Source: an optimization exercise on an open RTL-to-GDS flow (aim: small area and a short achievable clock period). Production flows keep margins and buffers that such runs may drop. RTL that was checked went through simulation tests only; none was proved equivalent to the original. No functional check of the RTL was part of runs 3 to 5. Power and IR drop assume default switching activity.

==> flow/design.v <==
`timescale 1ns / 1ps
module window_buffer (
    input clk,
    input rst,
    input in_in,             
    input in_qn,             
    output [31:0] win
);
    localparam [33:0] INV = 34'h0_cccc_cccc;    
    reg [33:0] sr;
    always @(posedge clk) begin
        if (rst)
            sr <= INV;                      
        else
            sr <= {~sr[31:0], in_qn, in_in};
    end
    wire [33:0] flags = sr ^ INV;
    genvar k;
    generate
        for (k = 0; k < 16; k = k + 1) begin : g_win
            assign win[2*k+1] = flags[33-2*k];
            assign win[2*k]   = flags[32-2*k];
        end
    endgenerate
endmodule
`timescale 1ns / 1ps
module uw_match_score (
    input  [31:0] uw_pattern,
    input  [31:0] win,           
    output [1:0]  best_rot,
    output [4:0]  level          
);
    wire [15:0] alpha, beta;
    genvar k;
    generate
        for (k = 0; k < 16; k = k + 1) begin : g_sym
            wire in = win[2*k];
            wire qn = win[2*k+1];
            wire uq = uw_pattern[31-2*k];
            wire ui = uw_pattern[30-2*k];
            wire e  = ~(uq ^ ui);
            assign alpha[k] = (e ? in : qn) ^ uq;
            assign beta[k]  = (e ? qn : in) ^ ui;
        end
    endgenerate
    function [1:0] fa(input x, input y, input z);
        fa = {(x & y) | (x & z) | (y & z), x ^ y ^ z};
    endfunction
    function [1:0] ha(input x, input y);
        ha = {x & y, x ^ y};
    endfunction
    function [4:0] pop16(input [15:0] x);
        reg [1:0] a1, a2, a3, a4, a5, b1, b2, b3, c1, c2, c3, d1, d2, e1, e2, e3;
        begin
            a1 = fa(x[0], x[1], x[2]);
            a2 = fa(x[3], x[4], x[5]);
            a3 = fa(x[6], x[7], x[8]);
            a4 = fa(x[9], x[10], x[11]);
            a5 = fa(x[12], x[13], x[14]);
            b1 = fa(a1[0], a2[0], a3[0]);
            b2 = fa(a4[0], a5[0], x[15]);
            b3 = ha(b1[0], b2[0]);
            c1 = fa(a1[1], a2[1], a3[1]);
            c2 = fa(a4[1], a5[1], b1[1]);
            c3 = fa(c1[0], c2[0], b2[1]);
            d1 = ha(c3[0], b3[1]);
            e1 = fa(c1[1], c2[1], c3[1]);
            e2 = ha(e1[0], d1[1]);
            e3 = ha(e1[1], e2[1]);
            pop16 = {e3[1], e3[0], e2[0], d1[0], b3[0]};
        end
    endfunction
    wire [4:0] a = pop16(alpha);
    wire [4:0] b = pop16(beta);
    wire a_lo = ~(a[4] | a[3]);                  
    wire b_lo = ~(b[4] | b[3]);                  
    wire b_hi = b[4] | (b[3] & (|b[2:0]));        
    wire [4:0] a_mag = a_lo ? (5'd8 - a) : (a - 5'd8);
    wire [4:0] b_mag = b_lo ? (5'd8 - b) : (b - 5'd8);
    assign level    = a_mag + b_mag + 5'd1;
    assign best_rot = {a_lo, a_lo ? b_hi : b_lo};
endmodule
`timescale 1ns / 1ps
module phase_corrector (
    input  [1:0] best_rot,
    input  signed [15:0] i_in,
    input  signed [15:0] q_in,
    output signed [15:0] i_out,
    output signed [15:0] q_out
);
    wire swap  = best_rot[0];
    wire neg_i = best_rot[0] ^ best_rot[1];
    wire neg_q = best_rot[1];
    wire [15:0] a = swap ? q_in : i_in;
    wire [15:0] b = swap ? i_in : q_in;
    wire [15:0] a_low, b_low;    
    assign a_low[0] = 1'b0;
    assign b_low[0] = 1'b0;
    genvar k;
    generate
        for (k = 1; k < 16; k = k + 1) begin : g_or
            assign a_low[k] = |a[k-1:0];
            assign b_low[k] = |b[k-1:0];
        end
    endgenerate
    assign i_out = a ^ (a_low & {16{neg_i}});
    assign q_out = b ^ (b_low & {16{neg_q}});
endmodule
`timescale 1ns / 1ps
module uw_phase_resolver (
    input clk,
    input rst,
    input [31:0] uw_pattern,                 
    output [13:0] mem_addr,                  
    input signed [15:0] rd_i,                
    input signed [15:0] rd_q,                
    output reg wr_en,
    output [13:0] wr_addr,
    output signed [15:0] wr_i,
    output signed [15:0] wr_q,
    output reg [1:0] best_rot,               
    output [13:0] match_index,               
    output reg valid                         
);
    reg [13:0] pos;
    reg        started;
    reg [4:0]  max_level;
    reg [13:0] best_index_n;                 
    wire [14:0] next  = {1'b0, pos} + 15'd1;
    wire        last  = next[14];                
    wire        count = ~last | (~started & ~wr_en);
    assign mem_addr    = next[13:0];
    assign wr_addr     = pos;
    assign match_index = ~(best_index_n | {14{~valid}});
    wire judge = started & ~valid & ~last & (|pos);
    wire [31:0] win;
    window_buffer buffer_inst (
        .clk(clk),
        .rst(rst),
        .in_in(rd_i[15] & started),              
        .in_qn(rd_q[15] & started),
        .win(win)
    );
    wire [1:0] match_rot;
    wire [4:0] match_level;
    uw_match_score scorer (
        .uw_pattern(uw_pattern),
        .win(win),
        .best_rot(match_rot),
        .level(match_level)
    );
    phase_corrector pc_inst (
        .best_rot(best_rot),
        .i_in(rd_i),
        .q_in(rd_q),
        .i_out(wr_i),
        .q_out(wr_q)
    );
    always @(posedge clk) begin
        if (rst) begin
            pos     <= 14'h3fff;
            started <= 1'b0;
            valid   <= 1'b0;
            wr_en   <= 1'b0;
        end else begin
            if (count)
                pos <= next[13:0];
            if (last) begin
                started <= ~(started ^ valid) | wr_en;
                valid   <= valid | started;
                wr_en   <= ~started & valid & ~wr_en;
            end
        end
    end
    wire better = judge && match_level > max_level;
    always @(posedge clk) begin
        if (rst) begin
            max_level <= 5'd0;
            best_rot  <= 2'd0;
        end else if (better) begin
            max_level <= match_level;
            best_rot  <= match_rot;
        end
    end
    always @(posedge clk) begin
        if (better)
            best_index_n <= ~(pos - 14'd17);
    end
endmodule
==> flow/flow/run.sh <==
#!/bin/bash
# Own layout flow: the standard ORFS layout (standard.sh) with two changes:
#  * ABC maps the logic with the area-oriented script in flow/abc_area.script
#    instead of ORFS's speed script (registers, their names and cells are
#    untouched: ABC only maps the combinational logic);
#  * the port buffers that buffer_ports puts on every input and output are
#    sky130_fd_sc_hd__buf_1.
set -euo pipefail
here=$(pwd)
export BUFFER_PORTS_ARGS="-buffer_cell sky130_fd_sc_hd__buf_1"
sed "s#@SCRIPT@#$here/flow/abc_area.script#" flow/abc_override.tcl > flow_abc_override.tcl
sed "s#^source \$::env(SCRIPTS_DIR)/synth.tcl#source $here/flow_abc_override.tcl\n&#" synth_recipe.tcl > flow_synth.tcl
grep -q flow_abc_override flow_synth.tcl
sed "s#SYNTH_SCRIPT=[^ ]*#SYNTH_SCRIPT=$here/flow_synth.tcl#" standard.sh > flow_standard.sh
grep -q "SYNTH_SCRIPT=$here/flow_synth.tcl" flow_standard.sh
bash flow_standard.sh finish > flow_make.log 2>&1
==> flow/flow/abc_area.script <==
&get -n
&st
&dch -f
&nf -a
&put
topo
==> flow/flow/abc_override.tcl <==
# Sourced before ORFS's synth.tcl: its "abc -script <ORFS script> ..." call
# runs with the area-oriented script instead (all other arguments kept).
proc abc {args} {
  set i [lsearch -exact $args -script]
  if { $i >= 0 } {
    set args [lreplace $args [expr {$i + 1}] [expr {$i + 1}] {@SCRIPT@}]
  }
  puts "abc (flow override): $args"
  yosys abc {*}$args
}
==> flow/standard.sh <==
#!/bin/bash
# synth_recipe.tcl (not shown) runs the flow's synth.tcl, then flattens the netlist and writes it again
# the make line also repeats each setting of config.mk as NAME=value (left out here)
make -C /OpenROAD-flow-scripts/flow DESIGN_CONFIG=/design/flow/config.mk WORK_HOME=/design/flow/orfs CLKGATE_MAP_FILE= SYNTH_SCRIPT=/design/flow/synth_recipe.tcl "${@:-finish}"
==> flow/config.mk <==
export PLATFORM = sky130hd
export DESIGN_NAME = uw_phase_resolver
export DESIGN_NICKNAME = uw_phase_resolver
export VERILOG_FILES = /design/flow/design.v
export SDC_FILE = /design/flow/constraint.sdc
export NUM_CORES = 4
export LEC_CHECK = 0
export CAP_MARGIN = 20
export CORE_MARGIN = 2
export CORE_UTILIZATION = 65
export PLACE_DENSITY = 0.75
export SLEW_MARGIN = 20
==> flow/constraint.sdc <==
create_clock -name core_clock -period 28.0 [get_ports {clk}]
set_input_delay 5.6000 -clock core_clock [delete_from_list [all_inputs] [get_ports {clk}]]
set_output_delay 5.6000 -clock core_clock [all_outputs]
set_load 0.01 [all_outputs]
==> tab_implementation.tex, run 1 <==
\begin{tabular}{lr}
\hline
Metric & Value \\
\hline
\multicolumn{2}{l}{\textbf{Power and ir drop}} \\
Power density over cell area & 115 nW/um\^{}2 \\
Maximum ir drop on the vdd rail & roughly 0.00011 V \\
Pwr Total & 0.000714 W \\
Reported leakage power & 2.25 nW \\
\multicolumn{2}{l}{\textbf{Logic synthesis}} \\
Most area-consuming cells after synthesis & dfxtp\_1, mux2i\_1, xor2\_1 \\
Top FF cell, synth & dfxtp\_1 \\
Share of flip-flops with an asynchronous set or reset & 0\% \\
Total number of yosys warnings & 3 \\
Post-synthesis cell count & 562 \\
Post-synth EDFFs & 14 \\
Multiplexer share of the synthesized area & between 10\% and 20\% \\
Cell taking the most area after synthesis & dfxtp\_1 \\
Number of library cell types mapped by synthesis & 34 \\
Most frequently used cell type in the post-synthesis netlist & xor2\_1 \\
Adder and majority cell fraction of the synthesized area & 15.4\% \\
Most frequent cells after synthesis & xor2\_1, mux2i\_1, dfxtp\_1, clkinv\_1, xnor2\_1 \\
Number of flip-flops and latches in the synthesized netlist & 72 \\
Basic-gate share of the synthesized area counting and, or, nand and nor cells & 13.3\% \\
Netlist area before placement & 5270 um\^{}2 \\
Top cell type's share of synthesized area & 22.0\% \\
Post-synthesis area per instance & 9.37 um\^{}2 \\
Xor-xnor portion of the synthesized cell area & 18.6\% \\
Area fraction in compound gates after synthesis & 6.51\% \\
Sequential cell area fraction in the yosys report & roughly 30\% \\
Combinational family with the most area after synthesis & XOR/XNOR gates \\
Nets in the synthesized netlist & between 600 and 700 \\
\multicolumn{2}{l}{\textbf{Worst setup path}} \\
Most Frequent Cell on Critical Path & buf\_1 \\
Type of the worst setup path & input pin to primary output \\
Series of cell instances along the critical path & buf\_1 > mux2i\_1 > nand4\_1 > or3\_1 > o31ai\_1 > xor2\_1 > buf\_1 \\
Slowest cell on the critical path & or3\_1 \\
Startpoint class of the critical path & input pin \\
Largest incremental delay on the critical path & approximately 0.49 ns \\
Max FO, Critical Path & 8 \\
Crit end category & primary output \\
Arrival time worst endpoint & about 7.4 ns \\
Kind of cell with the highest combined delay on the critical path & simple AND/OR/NAND/NOR gates \\
Buf/Inv on CP & 2 \\
Critical path data required time & 22.40 ns \\
\multicolumn{2}{l}{\textbf{Place}} \\
Placed cell count & 811 \\
I/O Buffers & 143 \\
HPWL after DPL & 9060 um \\
Global placer's final weighted congestion & 0.785 \\
\multicolumn{2}{l}{\textbf{Routing}} \\
First drt pass iteration count & 4 \\
Via count & 4506 \\
Post-detailed-route DRC marker count & 0 \\
Detail Route Antenna Nets & 0 \\
Via density per instance & 5.45 \\
Post-DR wirelength/cell & 14.2 um \\
Wirelength, routed & 11800 um \\
Initial drt markers & a little over 100 \\
\multicolumn{2}{l}{\textbf{Timing}} \\
Min Clock Period, post-route & 13.03 ns \\
Fraction of the cycle the final worst path needs & around 47\% \\
Worst clock skew on the final layout & 0.0144 ns \\
Final setup TNS & 0 ns \\
Final setup vio count & 0 \\
Remaining max-slew budget at the tightest pin & 33.9\% \\
Maximum achievable frequency & 0.0767 GHz \\
Setup repair after global routing missed its margin & no \\
Final-report hold violation count & 0 \\
Number of max-slew violations in the final report & 0 \\
Worst Tran Pin Value & 0.991 ns \\
\multicolumn{2}{l}{\textbf{Die}} \\
Die X & $\sim$94 um \\
Area of the die & 8840 um\^{}2 \\
Rows & 32 \\
Starting density of the core & 67.5\% \\
I/O pin total & approximately 140 \\
Vertical die dimension & 94.0 um \\
Core Box Area & 7810 um\^{}2 \\
\multicolumn{2}{l}{\textbf{Run status}} \\
Status & timing/DRC/antenna clean \\
\multicolumn{2}{l}{\textbf{CTS}} \\
Cell at the root of the clock tree & clkbuf\_8 \\
Number of sinks handled by clock tree synthesis & slightly above 70 \\
Clock insertion delay at the later pin of the skew report & approximately 0.37 ns \\
TritonCTS clock tree & done \\
Maximum clock insertion buffer count & 2 \\
CTS HTree Levels & 3 \\
Post-cts repair resize count & 0 \\
Buffer count from post-CTS setup fixing & 0 \\
Clock transition at the register clock pins on the worst setup and hold paths after CTS & 0.08 ns \\
Post-CTS Hold Fix Bufs & 0 \\
CTS buffer count & 9 \\
\multicolumn{2}{l}{\textbf{Global route}} \\
Number of antenna violations at the first check in global routing & 0 \\
Via count of the first global-routing pass & 4428 \\
Final global-route overflow total & 0 \\
Largest net degree at the start of global routing & 38 \\
Global-route wire length before repair & about 19000 um \\
GRT Resource Usage Total & about 28\% \\
\multicolumn{2}{l}{\textbf{Flow run}} \\
Number of violations of the max-capacitance limit & 0 \\
\multicolumn{2}{l}{\textbf{Finish}} \\
Layout net count & 837 \\
Area taken by flip-flops and latches & 1580 um\^{}2 \\
Final cell count without fillers & 827 \\
Multi-input gate area in the final layout & 3490 um\^{}2 \\
Antenna cells & 0 \\
Ratio of cells with drive above 1 in the final layout & 2.90\% \\
Area added between synthesis and finish & 17.6\% \\
Fraction of the core area covered by cells at the end of the flow & 79.3\% \\
Count of fill cells added during filler insertion & 577 \\
\multicolumn{2}{l}{\textbf{Hold path}} \\
Hold crit path type & flop to flop \\
\hline
\end{tabular}
[placed cells by master, fill, tap and decap left out, types with 4 or more instances in the layout]
| cell | n |
|---|---|
| fa_1 | 23 |
| nand2_1 | 48 |
| buf_1 | 143 |
| buf_4 | 4 |
| nand3_1 | 12 |
| clkinv_1 | 52 |
| or3_1 | 14 |
| and3_1 | 4 |
| nor2_1 | 46 |
| mux2i_1 | 60 |
| nand4_1 | 7 |
| clkbuf_8 | 9 |
| a21oi_1 | 16 |
| o31ai_1 | 6 |
| dfxtp_1 | 57 |
| edfxtp_1 | 14 |
| nor3_1 | 5 |
| a211oi_1 | 4 |
| nor4_1 | 5 |
| xnor2_1 | 49 |
| mux2_1 | 5 |
| o21ai_0 | 26 |
| ha_1 | 28 |
| xor2_1 | 63 |
[path summary, 6_finish.rpt]
kind,from,endpoint,slack (ns),depth (start not counted)
max,rd_i[0],wr_q[12],14.97,7
min reg2reg,buffer_inst.sr[1],buffer_inst.sr[3],0.37,1
max reg2reg,buffer_inst.sr[33],max_level[0],21.17,26
min,buffer_inst.sr[1],buffer_inst.sr[3],0.37,1
[per-stage QoR]
stage | worst slack (ns) | hold WS, ns | cell area [um^2]
global route | 14.67 | 0.380 | 6190
global placement | 15.07 | 0.352 | 5960
detailed placement | 14.99 | 0.351 | 5960
floorplan | 15.34 | 0.343 | 5270
finish | 14.97 | 0.370 | 6190
CTS | 14.97 | 0.367 | 6190
[sequential cells by signal (all words and copies together) (netlist names)]
register / cells
wr_en: 1
started: 1
max_level: 5
valid: 1
pos: 14
best_rot: 2
buffer_inst.sr: 34
best_index_n: 14
[layout make-up]
type	instances	share of cell area (%)
multi-input cells	438	56.4
flip-flops and latches	72	25.6
repair buffers	147	9.15
inverters	52	3.15
well taps	102	2.06
clock buffers	9	2.00
clock inverters	7	1.74
[per-layer routing]
| layer | global-route usage (%) | part of all wire, % |
|---|---|---|
| met1 | 32.7 | 41 |
| met2 | 49.6 | 53 |
| met3 | 4.82 | 4.7 |
| met4 | 10.7 | 1.7 |
| met5 | 0 | 0 |
[report_power, final]
part	leakage [nW]	switching, W	total [W]	internal, W
combinational	1.54	0.000279	0.000459	0.000181
clock	0.114	0.0000449	0.0000969	0.0000520
sequential	0.600	0.0000247	0.000158	0.000133
[worst register-to-register path: stages (launching register included)]
cell and delay, ns:
dfxtp_1 0.32, mux2i_1 0.18, xnor2_1 0.13, fa_1 0.55, clkinv_1 0.09, fa_1 0.47
clkinv_1 0.08, fa_1 0.41, clkinv_1 0.08, fa_1 0.17, clkinv_1 0.07, fa_1 0.48
ha_1 0.18, clkinv_1 0.07, ha_1 0.24, o21ai_0 0.30, clkinv_1 0.15, fa_1 0.48
o21ai_0 0.23, xnor2_1 0.25, ha_1 0.35, nand4_1 0.13, nor2_1 0.06, a2111oi_1 0.67
nor2_1 0.11, buf_4 0.23, a211oi_1 0.27
[cells by family (layout without fill, tap and decap cells)]
family / Yosys count / count (layout)
DFF: 72 / 72
AOI/OAI and AO/OA: 59 / 59
adders and majority gates: 51 / 51
xor gates and xnor gates: 112 / 112
muxes: 65 / 65
buffers and inverters: 52 / 215
and+or+nand+nor: 151 / 151
==> run 2, diff against run 1 <==
--- a/flow/config.mk
+++ b/flow/config.mk
@@ -8,5 +8,5 @@
 export CAP_MARGIN = 20
 export CORE_MARGIN = 2
-export CORE_UTILIZATION = 65
-export PLACE_DENSITY = 0.75
+export CORE_UTILIZATION = 40
+export PLACE_DENSITY = 0.6
 export SLEW_MARGIN = 20
==> run 2 against run 1 <==
Clock power is 24% higher. Routed wire length is 1.9% higher. Register-to-register slack better by 0.14 ns. Final cell count is 8.5% higher. Sequential cell count stayed put. Sequential power hardly changed. Worst setup slack worse by 0.013 ns. Critical path depth stayed put. Combinational power is 3% lower.
==> tab_implementation.tex, run 2 <==
\begin{tabular}{lr}
\hline
Metric & Value \\
\hline
\multicolumn{2}{l}{\textbf{Timing}} \\
Maximum achievable frequency & 0.0767 GHz (about the same) \\
Remaining max-slew budget at the tightest pin & 33.2\% (was 33.9\%) \\
Number of max-slew violations in the final report & 0 (unchanged) \\
Final setup TNS & 0 ns (unchanged) \\
Final-report hold violation count & 0 (unchanged) \\
Setup repair after global routing missed its margin & no (unchanged) \\
Worst clock skew on the final layout & 0.00660 ns (was 0.0144 ns) \\
Min Clock Period, post-route & 13.05 ns (was 13.03 ns) \\
Fraction of the cycle the final worst path needs & 46.6\% (was 46.5\%) \\
Final setup vio count & 0 (unchanged) \\
Worst Tran Pin Value & 1.00 ns (was 0.991 ns) \\
\multicolumn{2}{l}{\textbf{Worst setup path}} \\
Max FO, Critical Path & 8 (unchanged) \\
Slowest cell on the critical path & or3\_1 (unchanged) \\
Largest incremental delay on the critical path & 0.49 ns (about the same) \\
Series of cell instances along the critical path & buf\_1 > mux2i\_1 > nand4\_1 > or3\_1 > o31ai\_1 > xor2\_1 > buf\_1 (unchanged) \\
Most Frequent Cell on Critical Path & buf\_1 (unchanged) \\
Startpoint class of the critical path & input pin (unchanged) \\
Crit end category & primary output (unchanged) \\
Kind of cell with the highest combined delay on the critical path & simple AND/OR/NAND/NOR gates (unchanged) \\
Arrival time worst endpoint & 7.45 ns (was 7.43 ns) \\
Type of the worst setup path & input pin to primary output (unchanged) \\
Buf/Inv on CP & 2 (unchanged) \\
Critical path data required time & 22.40 ns (about the same) \\
\multicolumn{2}{l}{\textbf{Logic synthesis}} \\
Cell taking the most area after synthesis & dfxtp\_1 (unchanged) \\
Top FF cell, synth & dfxtp\_1 (unchanged) \\
Multiplexer share of the synthesized area & 12.5\% (unchanged) \\
Post-synthesis cell count & 562 (unchanged) \\
Combinational family with the most area after synthesis & XOR/XNOR gates (unchanged) \\
Xor-xnor portion of the synthesized cell area & 18.6\% (unchanged) \\
Most area-consuming cells after synthesis & dfxtp\_1, mux2i\_1, xor2\_1 (unchanged) \\
Number of library cell types mapped by synthesis & 34 (unchanged) \\
Total number of yosys warnings & 3 (unchanged) \\
Top cell type's share of synthesized area & 22.0\% (unchanged) \\
Share of flip-flops with an asynchronous set or reset & 0\% (unchanged) \\
Post-synthesis area per instance & 9.37 um\^{}2 (unchanged) \\
Nets in the synthesized netlist & 679 (unchanged) \\
Area fraction in compound gates after synthesis & 6.51\% (unchanged) \\
Sequential cell area fraction in the yosys report & 30.0\% (unchanged) \\
Adder and majority cell fraction of the synthesized area & 15.4\% (unchanged) \\
Basic-gate share of the synthesized area counting and, or, nand and nor cells & 13.3\% (unchanged) \\
Number of flip-flops and latches in the synthesized netlist & 72 (unchanged) \\
Most frequently used cell type in the post-synthesis netlist & xor2\_1 (unchanged) \\
Most frequent cells after synthesis & xor2\_1, mux2i\_1, dfxtp\_1, clkinv\_1, xnor2\_1 (unchanged) \\
Post-synth EDFFs & 14 (unchanged) \\
Netlist area before placement & 5270 um\^{}2 (unchanged) \\
\multicolumn{2}{l}{\textbf{Finish}} \\
Commonest cells after routing, fill and taps aside & buf\_1, xor2\_1, mux2i\_1, dfxtp\_1, clkinv\_1 (unchanged) \\
Multi-input gate area in the final layout & 3490 um\^{}2 (about the same) \\
Ratio of cells with drive above 1 in the final layout & 2.48\% (was 2.90\%) \\
Register ranked first by flip-flop count & buffer\_inst.sr (unchanged) \\
Largest registers & buffer\_inst.sr (34), best\_index\_n (14), pos (14) (unchanged) \\
Most common cell after layout, fill and taps aside & buf\_1 (unchanged) \\
Count of fill cells added during filler insertion & 1244 (was 577) \\
Antenna cells & 0 (unchanged) \\
Layout net count & 837 (unchanged) \\
Flip-flop count of the largest register, all copies and words added & 34 (unchanged) \\
Fraction of the core area covered by cells at the end of the flow & 50.0\% (was 79.3\%) \\
Area added between synthesis and finish & 20.8\% (was 17.6\%) \\
Area taken by flip-flops and latches & 1580 um\^{}2 (unchanged) \\
\multicolumn{2}{l}{\textbf{Global route}} \\
Via count of the first global-routing pass & 4418 (was 4428) \\
Final global-route overflow total & 0 (unchanged) \\
GRT Resource Usage Total & 17.3\% (was 27.6\%) \\
Number of antenna violations at the first check in global routing & 0 (unchanged) \\
Largest net degree at the start of global routing & 38 (unchanged) \\
Global-route wire length before repair & 20100 um (was 19300 um) \\
\multicolumn{2}{l}{\textbf{Routing}} \\
Wl on met1 & 5240 um (was 4770 um) \\
Detail Route Antenna Nets & 0 (unchanged) \\
Post-detailed-route DRC marker count & 0 (unchanged) \\
Via density per instance & 4.91 (was 5.45) \\
Initial drt markers & 164 (was 102) \\
Wirelength, routed & 12000 um (was 11800 um) \\
First drt pass iteration count & 4 (unchanged) \\
Met2 wire length & 6130 um (was 6240 um) \\
Post-DR wirelength/cell & 13.4 um (was 14.2 um) \\
Via count & 4403 (was 4506) \\
Highest routed layer & met4 (unchanged) \\
Met3 Routed Length & 441 um (was 559 um) \\
\multicolumn{2}{l}{\textbf{Power and ir drop}} \\
Part of the power in combinational logic & 61.5\% (was 64.4\%) \\
Switching part of the total power & 46.3\% (was 48.8\%) \\
Maximum ir drop on the vdd rail & 0.0000786 V (was 0.000106 V) \\
Power share of the sequential group & 21.9\% (was 22.1\%) \\
Power share of the clock group & 16.6\% (was 13.6\%) \\
Reported leakage power & 2.28 nW (was 2.25 nW) \\
Power density over cell area & 113 nW/um\^{}2 (was 115 nW/um\^{}2) \\
Switching power of the nets & 0.000334 W (was 0.000348 W) \\
Cell-internal power & 0.000388 W (was 0.000366 W) \\
\multicolumn{2}{l}{\textbf{Hold path}} \\
Hold crit path type & flop to flop (unchanged) \\
\multicolumn{2}{l}{\textbf{Die}} \\
Vertical die dimension & 119 um (was 94.0 um) \\
Core Box Area & 12700 um\^{}2 (was 7810 um\^{}2) \\
Die X & 119 um (was 94.0 um) \\
Rows & 41 (was 32) \\
Area of the die & 14100 um\^{}2 (was 8840 um\^{}2) \\
Starting density of the core & 41.4\% (was 67.5\%) \\
I/O pin total & 144 (unchanged) \\
\multicolumn{2}{l}{\textbf{CTS}} \\
CTS buffer count & 9 (unchanged) \\
Cell at the root of the clock tree & clkbuf\_16 (was clkbuf\_8) \\
TritonCTS clock tree & done (unchanged) \\
Buffer count from post-CTS setup fixing & 0 (unchanged) \\
Post-cts repair resize count & 0 (unchanged) \\
CTS HTree Levels & 3 (unchanged) \\
Post-CTS Hold Fix Bufs & 0 (unchanged) \\
Maximum clock insertion buffer count & 2 (unchanged) \\
Number of sinks handled by clock tree synthesis & 72 (unchanged) \\
Clock transition at the register clock pins on the worst setup and hold paths after CTS & 0.05 ns (was 0.08 ns) \\
Clock insertion delay at the later pin of the skew report & 0.33 ns (was 0.37 ns) \\
\multicolumn{2}{l}{\textbf{Flow run}} \\
Number of violations of the max-capacitance limit & 0 (unchanged) \\
\multicolumn{2}{l}{\textbf{Run status}} \\
Status & timing/DRC/antenna clean (unchanged) \\
\multicolumn{2}{l}{\textbf{Place}} \\
HPWL after DPL & 9550 um (was 9060 um) \\
I/O Buffers & 143 (unchanged) \\
Global placer's final weighted congestion & 0.867 (was 0.785) \\
\hline
\end{tabular}
==> run 2: cell counts after synthesis <==
Identical to the previous run, type by type.
==> run 2: area by class of cell <==
type	instances	share of cell area [%]
clock inverters	7	1.36
repair buffers	147	8.91
clock buffers	9	3.54
flip-flops and latches	72	24.9
well taps	172	3.38
multi-input cells	438	54.9
inverters	52	3.07
==> run 2: final timing paths <==
kind	from	endpoint	slack, ns	cells past startpoint
worst max-delay path	rd_i[1]	wr_q[12]	14.95	7
worst min-delay path	buffer_inst.sr[1]	buffer_inst.sr[3]	0.36	1
worst max register to register	buffer_inst.sr[33]	best_rot[1]	21.31	26
worst min register to register	buffer_inst.sr[1]	buffer_inst.sr[3]	0.36	1
==> run 2: kinds of logic after synthesis <==
kind of cell,after synthesis
compound gates,59
flops,72
xor+xnor,112
fa+ha+maj,51
simple gates,151
mux,65
buf+inv,52
==> run 2: stage by stage <==
| stage | setup WS (ns) | instance area, um^2 | total power [W] | hold slack (ns) | std cells |
|---|---|---|---|---|---|
| 6_report | 14.95 | 6360 | 0.000722 | 0.361 | 897 |
| 5_1_grt | 14.78 | 6360 | 0.000801 | 0.381 | 897 |
| 4_1_cts | 14.97 | 6360 | 0.000727 | 0.361 | 897 |
| 3_3_place_gp | 15.04 | 6050 | 0.000589 | 0.353 | 881 |
| 3_5_place_dp | 14.97 | 6050 | 0.000602 | 0.347 | 881 |
| 2_1_floorplan | 15.34 | 5270 | 0.000488 | 0.343 | 562 |
==> run 2: power by group through the flow <==
stage                     sequential, W  clock (W)  combinational [W]
after detailed placement       0.000160          0           0.000442
final                          0.000158   0.000120           0.000444
after CTS                      0.000158   0.000123           0.000446
after floorplan                0.000158          0           0.000331
after global routing           0.000162   0.000126           0.000514
after global placement         0.000159          0           0.000430
==> run 2: layer usage <==
layer	global-route usage [%]	up-vias
li1	-	2221
met1	21.6	2073
met2	30.1	90
met3	2.99	19
met4	5.51	0
met5	0	-
==> run 3, diff against run 2 <==
--- a/flow/design.v
+++ b/flow/design.v
@@ -7,18 +7,16 @@
     output [31:0] win
 );
-    localparam [33:0] INV = 34'h0_cccc_cccc;    
     reg [33:0] sr;
     always @(posedge clk) begin
         if (rst)
-            sr <= INV;                      
+            sr <= 34'd0;
         else
-            sr <= {~sr[31:0], in_qn, in_in};
+            sr <= {sr[31:0], in_qn, in_in};
     end
-    wire [33:0] flags = sr ^ INV;
     genvar k;
     generate
         for (k = 0; k < 16; k = k + 1) begin : g_win
-            assign win[2*k+1] = flags[33-2*k];
-            assign win[2*k]   = flags[32-2*k];
+            assign win[2*k+1] = sr[33-2*k];
+            assign win[2*k]   = sr[32-2*k];
         end
     endgenerate
@@ -126,5 +124,5 @@
     reg        started;
     reg [4:0]  max_level;
-    reg [13:0] best_index_n;                 
+    reg [13:0] best_index;
     wire [14:0] next  = {1'b0, pos} + 15'd1;
     wire        last  = next[14];                
@@ -132,5 +130,5 @@
     assign mem_addr    = next[13:0];
     assign wr_addr     = pos;
-    assign match_index = ~(best_index_n | {14{~valid}});
+    assign match_index = valid ? best_index : 14'd0;
     wire judge = started & ~valid & ~last & (|pos);
     wire [31:0] win;
@@ -185,5 +183,5 @@
     always @(posedge clk) begin
         if (better)
-            best_index_n <= ~(pos - 14'd17);
+            best_index <= pos - 14'd17;
     end
 endmodule
==> flow/run.sh (new file) <==
#!/bin/bash
# synth_recipe.tcl (not shown) runs the flow's synth.tcl, then flattens the netlist and writes it again
# the make line also repeats each setting of config.mk as NAME=value (left out here)
make -C /OpenROAD-flow-scripts/flow DESIGN_CONFIG=/design/flow/config.mk WORK_HOME=/design/flow/orfs CLKGATE_MAP_FILE= SYNTH_SCRIPT=/design/flow/synth_recipe.tcl finish
removed: flow/flow/run.sh
removed: flow/flow/abc_area.script
removed: flow/flow/abc_override.tcl
removed: flow/standard.sh
==> run 3 against run 2 <==
Sequential share of layout area is 5.2 points lower. Combinational power grew 38%. Clock power grew 12%. Routed wire length increased by 26%.
==> tab_implementation.tex, run 3 <==
\begin{tabular}{lr}
\hline
Metric & Value \\
\hline
\multicolumn{2}{l}{\textbf{Finish}} \\
Most common cell after layout, fill and taps aside & clkdlybuf4s50\_1 (was buf\_1) \\
Commonest cells after routing, fill and taps aside & clkdlybuf4s50\_1, nand2\_1, o21ai\_0, dfxtp\_1, inv\_1 (was buf\_1, xor2\_1, mux2i\_1, dfxtp\_1, clkinv\_1) \\
Area taken by flip-flops and latches & 1580 um\^{}2 (about the same) \\
Largest registers & buffer\_inst.sr (34), best\_index (14), pos (14) (was buffer\_inst.sr (34), best\_index\_n (14), pos (14)) \\
Count of fill cells added during filler insertion & 1425 (was 1244) \\
Area added between synthesis and finish & 30.7\% (was 20.8\%) \\
Layout net count & 981 (was 837) \\
Ratio of cells with drive above 1 in the final layout & 4.49\% (was 2.48\%) \\
Antenna cells & 0 (unchanged) \\
Final instance area & 8030 um\^{}2 (was 6360 um\^{}2) \\
Multi-input gate area in the final layout & 4200 um\^{}2 (was 3490 um\^{}2) \\
Flip-flop count of the largest register, all copies and words added & 34 (unchanged) \\
Register ranked first by flip-flop count & buffer\_inst.sr (unchanged) \\
\multicolumn{2}{l}{\textbf{Global route}} \\
Layer with the highest usage after global routing & met2 (unchanged) \\
Largest net degree at the start of global routing & 98 (was 38) \\
Via count of the first global-routing pass & 5376 (was 4418) \\
Met3 track demand over resource in global routing & 3.34\% (was 2.99\%) \\
Number of antenna violations at the first check in global routing & 0 (unchanged) \\
Met1 capacity usage during global routing & 24.3\% (was 21.6\%) \\
Global-route track usage on met2 & 31.8\% (was 30.1\%) \\
GRT Resource Usage Total & 18.7\% (was 17.3\%) \\
Final global-route overflow total & 0 (unchanged) \\
Global-route wire length before repair & 25100 um (was 20100 um) \\
\multicolumn{2}{l}{\textbf{Routing}} \\
Post-DR wirelength/cell & 14.3 um (was 13.4 um) \\
Wirelength, routed & 15200 um (was 12000 um) \\
Post-detailed-route DRC marker count & 0 (unchanged) \\
Initial drt markers & 244 (was 164) \\
Via count & 5567 (was 4403) \\
Detail Route Antenna Nets & 0 (unchanged) \\
Via density per instance & 5.27 (was 4.91) \\
First drt pass iteration count & 4 (unchanged) \\
\multicolumn{2}{l}{\textbf{Worst setup path}} \\
Type of the worst setup path & input pin to primary output (unchanged) \\
Startpoint class of the critical path & input pin (unchanged) \\
Critical path data required time & 22.40 ns (about the same) \\
Crit end category & primary output (unchanged) \\
Reg2Reg Capture Point & max\_level[0] (was best\_rot[1]) \\
Max FO, Critical Path & 8 (unchanged) \\
Arrival time worst endpoint & 8.53 ns (was 7.45 ns) \\
R2R Path Start & buffer\_inst.sr[32] (was buffer\_inst.sr[33]) \\
Length in cells of the worst reg-to-reg path & 26 (unchanged) \\
R2r setup slk & 20.80 ns (was 21.31 ns) \\
\multicolumn{2}{l}{\textbf{Place}} \\
Post-place setup slack & 13.90 ns (was 14.97 ns) \\
Global placer's final weighted congestion & 0.811 (was 0.867) \\
HPWL after DPL & 11600 um (was 9550 um) \\
I/O Buffers & 143 (unchanged) \\
Post-detailed-placement cell area & 7690 um\^{}2 (was 6050 um\^{}2) \\
\multicolumn{2}{l}{\textbf{CTS}} \\
Number of sinks handled by clock tree synthesis & 72 (unchanged) \\
Clock transition at the register clock pins on the worst setup and hold paths after CTS & 0.06 ns (was 0.05 ns) \\
CTS HTree Levels & 3 (unchanged) \\
Maximum clock insertion buffer count & 2 (unchanged) \\
Post-cts repair resize count & 0 (unchanged) \\
Buffer count from post-CTS setup fixing & 0 (unchanged) \\
Clock insertion delay at the later pin of the skew report & 0.34 ns (was 0.33 ns) \\
TritonCTS clock tree & done (unchanged) \\
CTS buffer count & 9 (unchanged) \\
Post-CTS Hold Fix Bufs & 0 (unchanged) \\
Cell at the root of the clock tree & clkbuf\_16 (unchanged) \\
\multicolumn{2}{l}{\textbf{Power and ir drop}} \\
Reported leakage power & 2.96 nW (was 2.28 nW) \\
Power density over cell area & 113 nW/um\^{}2 (about the same) \\
Maximum ir drop on the vdd rail & 0.0000949 V (was 0.0000786 V) \\
\multicolumn{2}{l}{\textbf{Die}} \\
Rows & 45 (was 41) \\
Vertical die dimension & 128 um (was 119 um) \\
Starting density of the core & 40.7\% (was 41.4\%) \\
Area of the die & 16400 um\^{}2 (was 14100 um\^{}2) \\
Die X & 128 um (was 119 um) \\
Core Box Area & 15100 um\^{}2 (was 12700 um\^{}2) \\
I/O pin total & 144 (unchanged) \\
\multicolumn{2}{l}{\textbf{Hold path}} \\
Launch instance of the worst min-delay path & buffer\_inst.sr[0] (was buffer\_inst.sr[1]) \\
Worst hold endpoint & buffer\_inst.sr[2] (was buffer\_inst.sr[3]) \\
Worst Hold Depth & 1 (unchanged) \\
Hold crit path type & flop to flop (unchanged) \\
\multicolumn{2}{l}{\textbf{Timing}} \\
Final setup vio count & 0 (unchanged) \\
Remaining max-slew budget at the tightest pin & 39.3\% (was 33.2\%) \\
Worst Tran Pin Value & 0.910 ns (was 1.00 ns) \\
Post-route setup slack & 13.87 ns (was 14.95 ns) \\
Final setup TNS & 0 ns (unchanged) \\
Setup repair after global routing missed its margin & no (unchanged) \\
Number of max-slew violations in the final report & 0 (unchanged) \\
Maximum achievable frequency & 0.0708 GHz (was 0.0767 GHz) \\
Final-report hold violation count & 0 (unchanged) \\
Worst clock skew on the final layout & 0.00646 ns (was 0.00660 ns) \\
Min Clock Period, post-route & 14.13 ns (was 13.05 ns) \\
Fraction of the cycle the final worst path needs & 50.5\% (was 46.6\%) \\
\multicolumn{2}{l}{\textbf{Logic synthesis}} \\
Most area-consuming cells after synthesis & dfxtp\_1, fa\_1, edfxtp\_1 (was dfxtp\_1, mux2i\_1, xor2\_1) \\
Number of flip-flops and latches in the synthesized netlist & 72 (unchanged) \\
Netlist area before placement & 6140 um\^{}2 (was 5270 um\^{}2) \\
Most frequent cells after synthesis & nand2\_1, o21ai\_0, dfxtp\_1, inv\_1, nor2b\_1 (was xor2\_1, mux2i\_1, dfxtp\_1, clkinv\_1, xnor2\_1) \\
Sequential cell area fraction in the yosys report & 25.7\% (was 30.0\%) \\
Number of library cell types mapped by synthesis & 65 (was 34) \\
Nets in the synthesized netlist & 854 (was 679) \\
Most frequently used cell type in the post-synthesis netlist & nand2\_1 (was xor2\_1) \\
Cell taking the most area after synthesis & dfxtp\_1 (unchanged) \\
Share of flip-flops with an asynchronous set or reset & 0\% (unchanged) \\
Top cell type's share of synthesized area & 18.9\% (was 22.0\%) \\
Top FF cell, synth & dfxtp\_1 (unchanged) \\
Total number of yosys warnings & 3 (unchanged) \\
Post-synthesis area per instance & 8.34 um\^{}2 (was 9.37 um\^{}2) \\
Post-synthesis cell count & 737 (was 562) \\
Post-synth EDFFs & 14 (unchanged) \\
\multicolumn{2}{l}{\textbf{Flow run}} \\
Number of violations of the max-capacitance limit & 0 (unchanged) \\
\multicolumn{2}{l}{\textbf{Run status}} \\
Status & timing/DRC/antenna clean (unchanged) \\
\hline
\end{tabular}
## run 3: worst max-delay path, stage by stage
cell and delay (ns):
clkdlybuf4s50_1 0.53, nor3b_1 0.36, o211ai_1 0.25, or4b_1 0.69, o41ai_1 0.35, xor2_1 0.20
clkdlybuf4s50_1 0.56
## run 3: final cells by class
| class | instances | share of cell area, % |
|---|---|---|
| clock buffer | 10 | 2.98 |
| clock inverter | 6 | 1.32 |
| inverter | 55 | 2.57 |
| sequential | 72 | 19.7 |
| tap | 188 | 2.93 |
| timing repair buffer | 147 | 18.2 |
| multi-input combinational | 579 | 52.3 |
## run 3: layer usage
layer  wire length [um]  vias up
li1                   -     2842
met1               7100     2580
met2               7180      126
met3                656       19
met4                218        0
met5                  0        -
## run 3: worst max path at each step
stage / end / slack (ns) / startpoint / depth (start not counted)
2_1_floorplan: wr_i[15] / 15.08 / rd_q[0] / 6
3_3_place_gp: wr_q[15] / 13.91 / rd_i[0] / 7
3_5_place_dp: wr_q[15] / 13.90 / rd_i[0] / 7
4_1_cts: wr_q[15] / 13.86 / rd_i[0] / 7
5_1_grt: wr_q[15] / 13.69 / rd_i[0] / 7
6_report: wr_q[15] / 13.87 / rd_i[0] / 7
## run 3: cells by family after synthesis
kind of cell | after synthesis | synth area share [%]
muxes | 42 | 7.00
DFF | 72 | 25.7
adders and majority gates | 51 | 13.2
and+or+nand+nor | 267 | 23.8
xor gates and xnor gates | 50 | 7.13
AOI/OAI and AO/OA | 169 | 17.2
buffers and inverters | 86 | 5.90
## run 3: where the power goes
part           switching (W)  internal (W)  total (W)
combinational       0.000306      0.000306   0.000612
sequential         0.0000262      0.000134   0.000160
clock              0.0000447     0.0000890   0.000134
## run 3: through the flow
step	utilization, %	instances	total power (W)	hold WS [ns]
after CTS	53.2	1057	0.000911	0.464
after global routing	53.2	1057	0.000990	0.475
after global placement	50.9	1041	0.000751	0.440
after floorplan	-	737	0.000564	0.414
after detailed placement	50.9	1041	0.000770	0.439
final	53.2	1057	0.000906	0.460
==> run 4, diff against run 3 <==
==> flow/flow/run.sh (new file) <==
#!/bin/bash
# Own layout flow: the standard ORFS layout, with the port buffers that
# buffer_ports inserts on every input and output made of the smallest plain
# buffer (sky130_fd_sc_hd__buf_1) instead of ORFS's default choice.
set -euo pipefail
export BUFFER_PORTS_ARGS="-buffer_cell sky130_fd_sc_hd__buf_1"
bash standard.sh finish > standard_flow.log 2>&1
==> flow/standard.sh (new file) <==
#!/bin/bash
# synth_recipe.tcl (not shown) runs the flow's synth.tcl, then flattens the netlist and writes it again
# the make line also repeats each setting of config.mk as NAME=value (left out here)
make -C /OpenROAD-flow-scripts/flow DESIGN_CONFIG=/design/flow/config.mk WORK_HOME=/design/flow/orfs CLKGATE_MAP_FILE= SYNTH_SCRIPT=/design/flow/synth_recipe.tcl "${@:-finish}"
removed: flow/run.sh
==> run 4 against run 3 <==
Cell area fell by 11%. Synthesized cell count unchanged. Routed wire length shrank 11%. Hold slack got worse by 0.026 ns. Clock-buffer cell count decreased by 1. Sequential share of layout area rose by 2.5 points. Global-route usage is 2.1 points lower. Final cell count unchanged. Combinational power decreased by 16%. Highest routed layer unchanged.
==> tab_implementation.tex, run 4 <==
\begin{tabular}{lr}
\hline
Metric & Value \\
\hline
\multicolumn{2}{l}{\textbf{Run status}} \\
Status & timing/DRC/antenna clean (unchanged) \\
\multicolumn{2}{l}{\textbf{Die}} \\
I/O pin total & 144 (unchanged) \\
Area of the die & 16400 um\^{}2 (unchanged) \\
Vertical die dimension & 128 um (unchanged) \\
Rows & 45 (unchanged) \\
Die X & 128 um (unchanged) \\
Starting density of the core & 40.7\% (unchanged) \\
Core Box Area & 15100 um\^{}2 (unchanged) \\
\multicolumn{2}{l}{\textbf{Worst setup path}} \\
Max FO, Critical Path & 8 (unchanged) \\
Type of the worst setup path & input pin to primary output (unchanged) \\
Startpoint class of the critical path & input pin (unchanged) \\
Arrival time worst endpoint & 7.76 ns (was 8.53 ns) \\
Critical path data required time & 22.40 ns (about the same) \\
Crit end category & primary output (unchanged) \\
\multicolumn{2}{l}{\textbf{Timing}} \\
Final setup vio count & 0 (unchanged) \\
Worst Tran Pin Value & 0.926 ns (was 0.910 ns) \\
Setup repair after global routing missed its margin & no (unchanged) \\
Worst clock skew on the final layout & 0.00698 ns (was 0.00646 ns) \\
Remaining max-slew budget at the tightest pin & 38.3\% (was 39.3\%) \\
Number of max-slew violations in the final report & 0 (unchanged) \\
Min Clock Period, post-route & 13.36 ns (was 14.13 ns) \\
Maximum achievable frequency & 0.0749 GHz (was 0.0708 GHz) \\
Fraction of the cycle the final worst path needs & 47.7\% (was 50.5\%) \\
Final-report hold violation count & 0 (unchanged) \\
Final setup TNS & 0 ns (unchanged) \\
\multicolumn{2}{l}{\textbf{Finish}} \\
Final cell count without fillers & 1057 (unchanged) \\
Ratio of cells with drive above 1 in the final layout & 4.60\% (was 4.49\%) \\
Commonest cells after routing, fill and taps aside & buf\_1, nand2\_1, o21ai\_0, dfxtp\_1, inv\_1 (was clkdlybuf4s50\_1, nand2\_1, o21ai\_0, dfxtp\_1, inv\_1) \\
Area added between synthesis and finish & 15.8\% (was 30.7\%) \\
Register ranked first by flip-flop count & buffer\_inst.sr (unchanged) \\
Antenna cells & 0 (unchanged) \\
Most common cell after layout, fill and taps aside & buf\_1 (was clkdlybuf4s50\_1) \\
Layout net count & 981 (unchanged) \\
Largest registers & buffer\_inst.sr (34), best\_index (14), pos (14) (unchanged) \\
Flip-flop count of the largest register, all copies and words added & 34 (unchanged) \\
\multicolumn{2}{l}{\textbf{Logic synthesis}} \\
Total number of yosys warnings & 3 (unchanged) \\
Most frequently used cell type in the post-synthesis netlist & nand2\_1 (unchanged) \\
Cell taking the most area after synthesis & dfxtp\_1 (unchanged) \\
Sequential cell area fraction in the yosys report & 25.7\% (unchanged) \\
Number of library cell types mapped by synthesis & 65 (unchanged) \\
Post-synthesis area per instance & 8.34 um\^{}2 (unchanged) \\
Share of flip-flops with an asynchronous set or reset & 0\% (unchanged) \\
Nets in the synthesized netlist & 854 (unchanged) \\
Top cell type's share of synthesized area & 18.9\% (unchanged) \\
Most frequent cells after synthesis & nand2\_1, o21ai\_0, dfxtp\_1, inv\_1, nor2b\_1 (unchanged) \\
Post-synth EDFFs & 14 (unchanged) \\
Netlist area before placement & 6140 um\^{}2 (unchanged) \\
Top FF cell, synth & dfxtp\_1 (unchanged) \\
Most area-consuming cells after synthesis & dfxtp\_1, fa\_1, edfxtp\_1 (unchanged) \\
Number of flip-flops and latches in the synthesized netlist & 72 (unchanged) \\
Post-synthesis cell count & 737 (unchanged) \\
\multicolumn{2}{l}{\textbf{Routing}} \\
First drt pass iteration count & 4 (unchanged) \\
Post-detailed-route DRC marker count & 0 (unchanged) \\
Initial drt markers & 308 (was 244) \\
Detail Route Antenna Nets & 0 (unchanged) \\
Via density per instance & 5.12 (was 5.27) \\
Post-DR wirelength/cell & 12.8 um (was 14.3 um) \\
Wirelength, routed & 13500 um (was 15200 um) \\
Via count & 5409 (was 5567) \\
\multicolumn{2}{l}{\textbf{Global route}} \\
Met1 capacity usage during global routing & 23.4\% (was 24.3\%) \\
GRT Resource Usage Total & 16.6\% (was 18.7\%) \\
Largest net degree at the start of global routing & 97 (was 98) \\
Met3 track demand over resource in global routing & 3.34\% (unchanged) \\
Global-route track usage on met2 & 26.0\% (was 31.8\%) \\
Global-route wire length before repair & 22400 um (was 25100 um) \\
Number of antenna violations at the first check in global routing & 0 (unchanged) \\
Via count of the first global-routing pass & 4810 (was 5376) \\
Final global-route overflow total & 0 (unchanged) \\
Layer with the highest usage after global routing & met2 (unchanged) \\
\multicolumn{2}{l}{\textbf{CTS}} \\
CTS HTree Levels & 3 (unchanged) \\
Clock insertion delay at the later pin of the skew report & 0.33 ns (was 0.34 ns) \\
Post-cts repair resize count & 0 (unchanged) \\
Maximum clock insertion buffer count & 2 (unchanged) \\
Number of sinks handled by clock tree synthesis & 72 (unchanged) \\
Buffer count from post-CTS setup fixing & 0 (unchanged) \\
Cell at the root of the clock tree & clkbuf\_16 (unchanged) \\
TritonCTS clock tree & done (unchanged) \\
Post-CTS Hold Fix Bufs & 0 (unchanged) \\
Clock transition at the register clock pins on the worst setup and hold paths after CTS & 0.06 ns (about the same) \\
CTS buffer count & 9 (unchanged) \\
\multicolumn{2}{l}{\textbf{Power and ir drop}} \\
Maximum ir drop on the vdd rail & 0.0000756 V (was 0.0000949 V) \\
Reported leakage power & 2.55 nW (was 2.96 nW) \\
Power density over cell area & 112 nW/um\^{}2 (was 113 nW/um\^{}2) \\
\multicolumn{2}{l}{\textbf{Flow run}} \\
Number of violations of the max-capacitance limit & 0 (unchanged) \\
\multicolumn{2}{l}{\textbf{Place}} \\
Global placer's final weighted congestion & 0.792 (was 0.811) \\
I/O Buffers & 143 (unchanged) \\
Placed cell count & 1041 (unchanged) \\
HPWL after DPL & 10200 um (was 11600 um) \\
\multicolumn{2}{l}{\textbf{Hold path}} \\
Hold crit path type & flop to flop (unchanged) \\
\hline
\end{tabular}
## run 4: cell counts after synthesis
No cell type changed its count.
## run 4: per-stage QoR
step                      setup slack, ns  hold WS (ns)  instance area (um^2)  util [%]  total power [W]
after global placement              14.69         0.424                  6790      45.0         0.000678
after detailed placement            14.68         0.422                  6790      45.0         0.000681
after CTS                           14.64         0.437                  7110      47.1         0.000810
final                               14.64         0.434                  7120      47.2         0.000799
after floorplan                     15.08         0.414                  6140         -         0.000564
after global routing                14.47         0.460                  7120      47.2         0.000883
## run 4: cell families after synthesis
| kind of cell | synth area share (%) |
|---|---|
| muxes | 7.00 |
| AOI/OAI and AO/OA | 17.2 |
| DFF | 25.7 |
| adders and majority gates | 13.2 |
| xor gates and xnor gates | 7.13 |
| buffers and inverters | 5.90 |
| and+or+nand+nor | 23.8 |
## run 4: metal layers
| layer | vias to the layer above | share of wire (%) |
|---|---|---|
| met5 | - | 0 |
| met4 | 0 | 0.99 |
| met3 | 10 | 5.2 |
| met2 | 128 | 44 |
| met1 | 2422 | 50 |
| li1 | 2849 | - |
## run 4: path summary, 6_finish.rpt
path                                          from           endpoint  slack, ns  cells after the start
worst max-delay path                       rd_i[0]           wr_q[15]      14.64                      7
worst min-delay path             buffer_inst.sr[0]  buffer_inst.sr[2]       0.43                      1
worst max register to register  buffer_inst.sr[27]       max_level[0]      20.83                     25
worst min register to register   buffer_inst.sr[0]  buffer_inst.sr[2]       0.43                      1
## run 4: area by class of cell
type	instances	area (um^2)
inverters	55	206
multi-input cells	579	4200
clock inverters	7	96.3
flip-flops and latches	72	1580
clock buffers	9	225
fillers	1488	7970
well taps	188	235
repair buffers	147	568
## run 4: critical path, cell delays in order
cell	delay, ns
buf_1	0.16
nor3b_1	0.34
o211ai_1	0.27
or4b_1	0.70
o41ai_1	0.35
xor2_1	0.18
buf_1	0.16
## run 4: power breakdown
group / switching [W] / internal (W)
clock network: 0.0000446 / 0.0000779
logic: 0.000290 / 0.000226
registers: 0.0000261 / 0.000134
==> run 5, diff against run 4 <==
--- a/flow/design.v
+++ b/flow/design.v
@@ -7,16 +7,18 @@
     output [31:0] win
 );
-    reg [33:0] sr;
+    localparam [31:0] INV = 32'hcccc_cccc;      
+    reg [31:0] sr;
     always @(posedge clk) begin
         if (rst)
-            sr <= 34'd0;
+            sr <= INV;                           
         else
-            sr <= {sr[31:0], in_qn, in_in};
+            sr <= {~sr[29:0], in_qn, in_in};
     end
+    wire [31:0] flags = sr ^ INV;
     genvar k;
     generate
         for (k = 0; k < 16; k = k + 1) begin : g_win
-            assign win[2*k+1] = sr[33-2*k];
-            assign win[2*k]   = sr[32-2*k];
+            assign win[2*k+1] = flags[31-2*k];
+            assign win[2*k]   = flags[30-2*k];
         end
     endgenerate
@@ -74,7 +76,7 @@
     wire b_lo = ~(b[4] | b[3]);                  
     wire b_hi = b[4] | (b[3] & (|b[2:0]));        
-    wire [4:0] a_mag = a_lo ? (5'd8 - a) : (a - 5'd8);
-    wire [4:0] b_mag = b_lo ? (5'd8 - b) : (b - 5'd8);
-    assign level    = a_mag + b_mag + 5'd1;
+    wire [3:0] a_m = {a[4], a[2:0] ^ {3{a_lo}}};
+    wire [3:0] b_m = {b[4], b[2:0] ^ {3{b_lo}}};
+    assign level    = a_m + b_m + {a_lo | b_lo, ~(a_lo ^ b_lo)};
     assign best_rot = {a_lo, a_lo ? b_hi : b_lo};
 endmodule
@@ -124,5 +126,6 @@
     reg        started;
     reg [4:0]  max_level;
-    reg [13:0] best_index;
+    reg [1:0]  rot_found;                    
+    reg [13:0] best_index_n;                 
     wire [14:0] next  = {1'b0, pos} + 15'd1;
     wire        last  = next[14];                
@@ -130,6 +133,6 @@
     assign mem_addr    = next[13:0];
     assign wr_addr     = pos;
-    assign match_index = valid ? best_index : 14'd0;
-    wire judge = started & ~valid & ~last & (|pos);
+    assign match_index = ~(best_index_n | {14{~valid}});
+    wire judge = started & ~valid & ~(&pos[13:1]);
     wire [31:0] win;
     window_buffer buffer_inst (
@@ -175,13 +178,17 @@
         if (rst) begin
             max_level <= 5'd0;
+            rot_found <= 2'd0;
             best_rot  <= 2'd0;
-        end else if (better) begin
-            max_level <= match_level;
-            best_rot  <= match_rot;
+        end else begin
+            if (better) begin
+                max_level <= match_level;
+                rot_found <= match_rot;
+            end
+            best_rot <= rot_found;
         end
     end
     always @(posedge clk) begin
         if (better)
-            best_index <= pos - 14'd17;
+            best_index_n <= ~{pos[13:4] - 10'd1, pos[3:0]};
     end
 endmodule
==> flow/flow/run.sh (replaced) <==
#!/bin/bash
# Own layout flow: the standard ORFS layout (standard.sh) with two changes:
#  * ABC maps the logic with the area-oriented script in flow/abc_area.script
#    instead of ORFS's speed script (registers, their names and cells are
#    untouched: ABC only maps the combinational logic);
#  * the port buffers that buffer_ports puts on every input and output are
#    sky130_fd_sc_hd__buf_1.
set -euo pipefail
here=$(pwd)
export BUFFER_PORTS_ARGS="-buffer_cell sky130_fd_sc_hd__buf_1"
# Clock tree without the dummy loads CTS adds for balance.
export CTS_ARGS="-sink_clustering_enable -repair_clock_nets -dont_use_dummy_load -buf_list sky130_fd_sc_hd__clkbuf_8"
sed "s#@SCRIPT@#$here/flow/abc_area.script#" flow/abc_override.tcl > flow_abc_override.tcl
sed "s#^source \$::env(SCRIPTS_DIR)/synth.tcl#source $here/flow_abc_override.tcl\n&#" synth_recipe.tcl > flow_synth.tcl
grep -q flow_abc_override flow_synth.tcl
sed "s#SYNTH_SCRIPT=[^ ]*#SYNTH_SCRIPT=$here/flow_synth.tcl#" standard.sh > flow_standard.sh
grep -q "SYNTH_SCRIPT=$here/flow_synth.tcl" flow_standard.sh
bash flow_standard.sh finish > flow_make.log 2>&1
==> flow/flow/abc_area.script (new file) <==
&get -n
&st
&dch -f
&nf -a
&put
topo
==> flow/flow/abc_override.tcl (new file) <==
# Sourced before ORFS's synth.tcl: its "abc -script <ORFS script> ..." call
# runs with the area-oriented script instead (all other arguments kept).
proc abc {args} {
  set i [lsearch -exact $args -script]
  if { $i >= 0 } {
    set args [lreplace $args [expr {$i + 1}] [expr {$i + 1}] {@SCRIPT@}]
  }
  puts "abc (flow override): $args"
  yosys abc {*}$args
}
--- a/flow/config.mk
+++ b/flow/config.mk
@@ -8,5 +8,5 @@
 export CAP_MARGIN = 20
 export CORE_MARGIN = 2
-export CORE_UTILIZATION = 40
-export PLACE_DENSITY = 0.6
+export CORE_UTILIZATION = 65
+export PLACE_DENSITY = 0.75
 export SLEW_MARGIN = 20
==> run 5 against run 4 <==
Still clean on timing, DRC and antenna. Via count decreased by 21%. Synthesized cell count down 27%. Worst setup slack improved by 0.22 ns. First-iteration DRC count decreased by 56%.
==> tab_implementation.tex, run 5 <==
\begin{tabular}{lr}
\hline
Metric & Value \\
\hline
\multicolumn{2}{l}{\textbf{Run status}} \\
Status & timing/DRC/antenna clean (unchanged) \\
\multicolumn{2}{l}{\textbf{Routing}} \\
Highest routed layer & met4 (unchanged) \\
Initial drt markers & 136 (was 308) \\
Post-DR wirelength/cell & 14.0 um (was 12.8 um) \\
Detail Route Antenna Nets & 0 (unchanged) \\
Met3 Routed Length & 733 um (was 703 um) \\
Post-detailed-route DRC marker count & 0 (unchanged) \\
Met2 wire length & 5630 um (was 5930 um) \\
Wirelength, routed & 11100 um (was 13500 um) \\
Wl on met1 & 4540 um (was 6740 um) \\
Via count & 4262 (was 5409) \\
Via density per instance & 5.39 (was 5.12) \\
First drt pass iteration count & 4 (unchanged) \\
\multicolumn{2}{l}{\textbf{CTS}} \\
Clock transition at the register clock pins on the worst setup and hold paths after CTS & 0.08 ns (was 0.06 ns) \\
Cell at the root of the clock tree & clkbuf\_8 (was clkbuf\_16) \\
TritonCTS clock tree & done (unchanged) \\
Buffer count from post-CTS setup fixing & 0 (unchanged) \\
Clock insertion delay at the later pin of the skew report & 0.35 ns (was 0.33 ns) \\
Post-CTS Hold Fix Bufs & 0 (unchanged) \\
Post-cts repair resize count & 0 (unchanged) \\
Number of sinks handled by clock tree synthesis & 72 (unchanged) \\
CTS HTree Levels & 3 (unchanged) \\
Maximum clock insertion buffer count & 2 (unchanged) \\
CTS buffer count & 9 (unchanged) \\
\multicolumn{2}{l}{\textbf{Global route}} \\
Number of antenna violations at the first check in global routing & 0 (unchanged) \\
Largest net degree at the start of global routing & 59 (was 97) \\
Global-route wire length before repair & 18300 um (was 22400 um) \\
Via count of the first global-routing pass & 4251 (was 4810) \\
GRT Resource Usage Total & 26.3\% (was 16.6\%) \\
Final global-route overflow total & 0 (unchanged) \\
\multicolumn{2}{l}{\textbf{Finish}} \\
Area added between synthesis and finish & 15.3\% (was 15.8\%) \\
Most common cell after layout, fill and taps aside & buf\_1 (unchanged) \\
Ratio of cells with drive above 1 in the final layout & 1.74\% (was 4.60\%) \\
Register ranked first by flip-flop count & buffer\_inst.sr (unchanged) \\
Layout net count & 806 (was 981) \\
Largest registers & buffer\_inst.sr (32), best\_index\_n (14), pos (14) (was buffer\_inst.sr (34), best\_index (14), pos (14)) \\
Antenna cells & 0 (unchanged) \\
Commonest cells after routing, fill and taps aside & buf\_1, xor2\_1, dfxtp\_1, mux2i\_1, xnor2\_1 (was buf\_1, nand2\_1, o21ai\_0, dfxtp\_1, inv\_1) \\
Flip-flop count of the largest register, all copies and words added & 32 (was 34) \\
\multicolumn{2}{l}{\textbf{Power and ir drop}} \\
Reported leakage power & 2.17 nW (was 2.55 nW) \\
Power density over cell area & 123 nW/um\^{}2 (was 112 nW/um\^{}2) \\
Pwr Total & 0.000735 W (was 0.000799 W) \\
Maximum ir drop on the vdd rail & 0.000120 V (was 0.0000756 V) \\
\multicolumn{2}{l}{\textbf{Timing}} \\
Setup repair after global routing missed its margin & no (unchanged) \\
Final setup vio count & 0 (unchanged) \\
Final-report hold violation count & 0 (unchanged) \\
Number of max-slew violations in the final report & 0 (unchanged) \\
Min Clock Period, post-route & 13.14 ns (was 13.36 ns) \\
Fraction of the cycle the final worst path needs & 46.9\% (was 47.7\%) \\
Worst Tran Pin Value & 1.05 ns (was 0.926 ns) \\
Worst clock skew on the final layout & 0.0228 ns (was 0.00698 ns) \\
Remaining max-slew budget at the tightest pin & 30.0\% (was 38.3\%) \\
Final setup TNS & 0 ns (unchanged) \\
Maximum achievable frequency & 0.0761 GHz (was 0.0749 GHz) \\
\multicolumn{2}{l}{\textbf{Die}} \\
Rows & 32 (was 45) \\
Die X & 93.4 um (was 128 um) \\
Starting density of the core & 67.3\% (was 40.7\%) \\
Core Box Area & 7730 um\^{}2 (was 15100 um\^{}2) \\
Area of the die & 8730 um\^{}2 (was 16400 um\^{}2) \\
I/O pin total & 144 (unchanged) \\
Vertical die dimension & 93.4 um (was 128 um) \\
\multicolumn{2}{l}{\textbf{Hold path}} \\
Worst hold endpoint & buffer\_inst.sr[7] (was buffer\_inst.sr[2]) \\
Hold crit path type & flop to flop (unchanged) \\
Launch instance of the worst min-delay path & buffer\_inst.sr[5] (was buffer\_inst.sr[0]) \\
Worst Hold Depth & 1 (unchanged) \\
\multicolumn{2}{l}{\textbf{Worst setup path}} \\
Crit end category & primary output (unchanged) \\
Critical path data required time & 22.40 ns (about the same) \\
Max FO, Critical Path & 8 (unchanged) \\
Startpoint class of the critical path & input pin (unchanged) \\
Type of the worst setup path & input pin to primary output (unchanged) \\
R2r setup slk & 20.35 ns (was 20.83 ns) \\
Arrival time worst endpoint & 7.54 ns (was 7.76 ns) \\
Reg2Reg Capture Point & max\_level[0] (unchanged) \\
R2R Path Start & buffer\_inst.sr[31] (was buffer\_inst.sr[27]) \\
Length in cells of the worst reg-to-reg path & 24 (was 25) \\
\multicolumn{2}{l}{\textbf{Logic synthesis}} \\
Most frequently used cell type in the post-synthesis netlist & xor2\_1 (was nand2\_1) \\
Netlist area before placement & 5200 um\^{}2 (was 6140 um\^{}2) \\
Most frequent cells after synthesis & xor2\_1, dfxtp\_1, mux2i\_1, xnor2\_1, clkinv\_1 (was nand2\_1, o21ai\_0, dfxtp\_1, inv\_1, nor2b\_1) \\
Number of library cell types mapped by synthesis & 34 (was 65) \\
Post-synthesis cell count & 536 (was 737) \\
Nets in the synthesized netlist & 652 (was 854) \\
Post-synthesis area per instance & 9.70 um\^{}2 (was 8.34 um\^{}2) \\
Top FF cell, synth & dfxtp\_1 (unchanged) \\
Most area-consuming cells after synthesis & dfxtp\_1, mux2i\_1, xor2\_1 (was dfxtp\_1, fa\_1, edfxtp\_1) \\
Share of flip-flops with an asynchronous set or reset & 0\% (unchanged) \\
Post-synth EDFFs & 14 (unchanged) \\
Number of flip-flops and latches in the synthesized netlist & 72 (unchanged) \\
Top cell type's share of synthesized area & 22.3\% (was 18.9\%) \\
Total number of yosys warnings & 3 (unchanged) \\
Sequential cell area fraction in the yosys report & 30.4\% (was 25.7\%) \\
Cell taking the most area after synthesis & dfxtp\_1 (unchanged) \\
\multicolumn{2}{l}{\textbf{Flow run}} \\
Number of violations of the max-capacitance limit & 0 (unchanged) \\
\multicolumn{2}{l}{\textbf{Place}} \\
Global placer's final weighted congestion & 0.803 (was 0.792) \\
I/O Buffers & 143 (unchanged) \\
HPWL after DPL & 8700 um (was 10200 um) \\
\hline
\end{tabular}
## run 5: changes by cell type after synthesis, sizes merged, moves of 24 or more
cell / delta
clkinv: +47
inv: -54
nand2: -42
nor2b: -39
o21ai: -43
xnor2: +24
xor2: +35
## run 5: worst max path at each step
stage                        start                to  slack [ns]
finish                     rd_q[0]          wr_i[15]       14.86
global route        uw_pattern[31]      max_level[0]       14.45
global placement    uw_pattern[31]  best_index_n[11]       14.72
floorplan                  rd_q[0]          wr_i[14]       15.17
CTS                 uw_pattern[31]      max_level[0]       14.70
detailed placement  uw_pattern[31]   best_index_n[0]       14.44
## run 5: metrics by stage
| stage | std cells | util, % | instance area (um^2) | setup slack, ns | hold slack, ns |
|---|---|---|---|---|---|
| after floorplan | 536 | - | 5200 | 15.17 | 0.382 |
| after global placement | 781 | 75.9 | 5870 | 14.72 | 0.393 |
| after detailed placement | 781 | 75.9 | 5870 | 14.44 | 0.394 |
| after CTS | 790 | 77.5 | 5990 | 14.70 | 0.399 |
| after global routing | 790 | 77.6 | 6000 | 14.45 | 0.414 |
| final | 790 | 77.6 | 6000 | 14.86 | 0.399 |
## run 5: area by class of cell
type                    count  area (um^2)
repair buffers            143          538
well taps                 102          128
inverters                  48          180
fillers                   569         1730
multi-input cells         416         3440
flip-flops and latches     72         1580
clock buffers               9          124
## run 5: cells by family (layout without fill, tap and decap cells)
logic type / after synthesis / count (layout) / synth area share (%)
buffers and inverters: 48 / 200 / 3.46
and+or+nand+nor: 136 / 136 / 13.0
DFF: 72 / 72 / 30.4
muxes: 64 / 64 / 12.5
adders and majority gates: 50 / 50 / 15.6
AOI/OAI and AO/OA: 57 / 57 / 6.57
xor gates and xnor gates: 109 / 109 / 18.4
## run 5: power by group
| part | switching [W] | internal, W |
|---|---|---|
| sequential | 0.0000251 | 0.000138 |
| combinational | 0.000307 | 0.000203 |
| clock | 0.0000331 | 0.0000287 |
## run 5: worst max-delay path, cell delays in order
cell      delay [ns]
buf_1           0.08
mux2_1          0.35
nand4b_1        0.26
or3b_1          0.54
o31ai_1         0.36
xor2_1          0.17
buf_1           0.17
## run 5: routing by layer
layer  GRT usage [%]  vias to the layer above
li1                -                     2115
met1            30.8                     2012
met2            47.6                      114
met3            6.53                       21
met4            7.35                        0
met5               0                        -

static timing again, ports no longer ideal:
The results above use ideal ports. As a check the final layouts listed here were re-extracted and re-timed, cells and wires unchanged. Step 1: set_driving_cell puts a clkbuf_16 on clk and a buf_2 on each other input, an assumption about the parent block. Step 2 moves the port delays by t, midway between the first and last clock arrival at a register: inputs arrive t later, outputs are due t later. That takes back most of the time a late clock gives input paths. Three values: ideal, step 1, step 2; two values: the first two.
run	t, ns	setup slack, ns	clock arrival spread, ns	worst data-port slew with drivers (ns)	pins driven straight from the clock port
run 1	0.392	14.968 / 14.945 / 14.945	0.015 / 0.015	0.05	1
run 2	0.360	14.955 / 14.930 / 14.930	0.006 / 0.006	0.05	1
run 3	0.374	13.868 / 13.846 / 13.846	0.006 / 0.007	0.05	1
run 4	0.363	14.641 / 14.616 / 14.616	0.009 / 0.009	0.05	1
run 5	0.367	14.858 / 14.837 / 14.567	0.023 / 0.023	0.04	1
After both steps setup and hold are still met in every run listed. The setup slack of run 5, which loses most, moves by -0.021 ns with the drivers and by -0.291 ns with both steps.
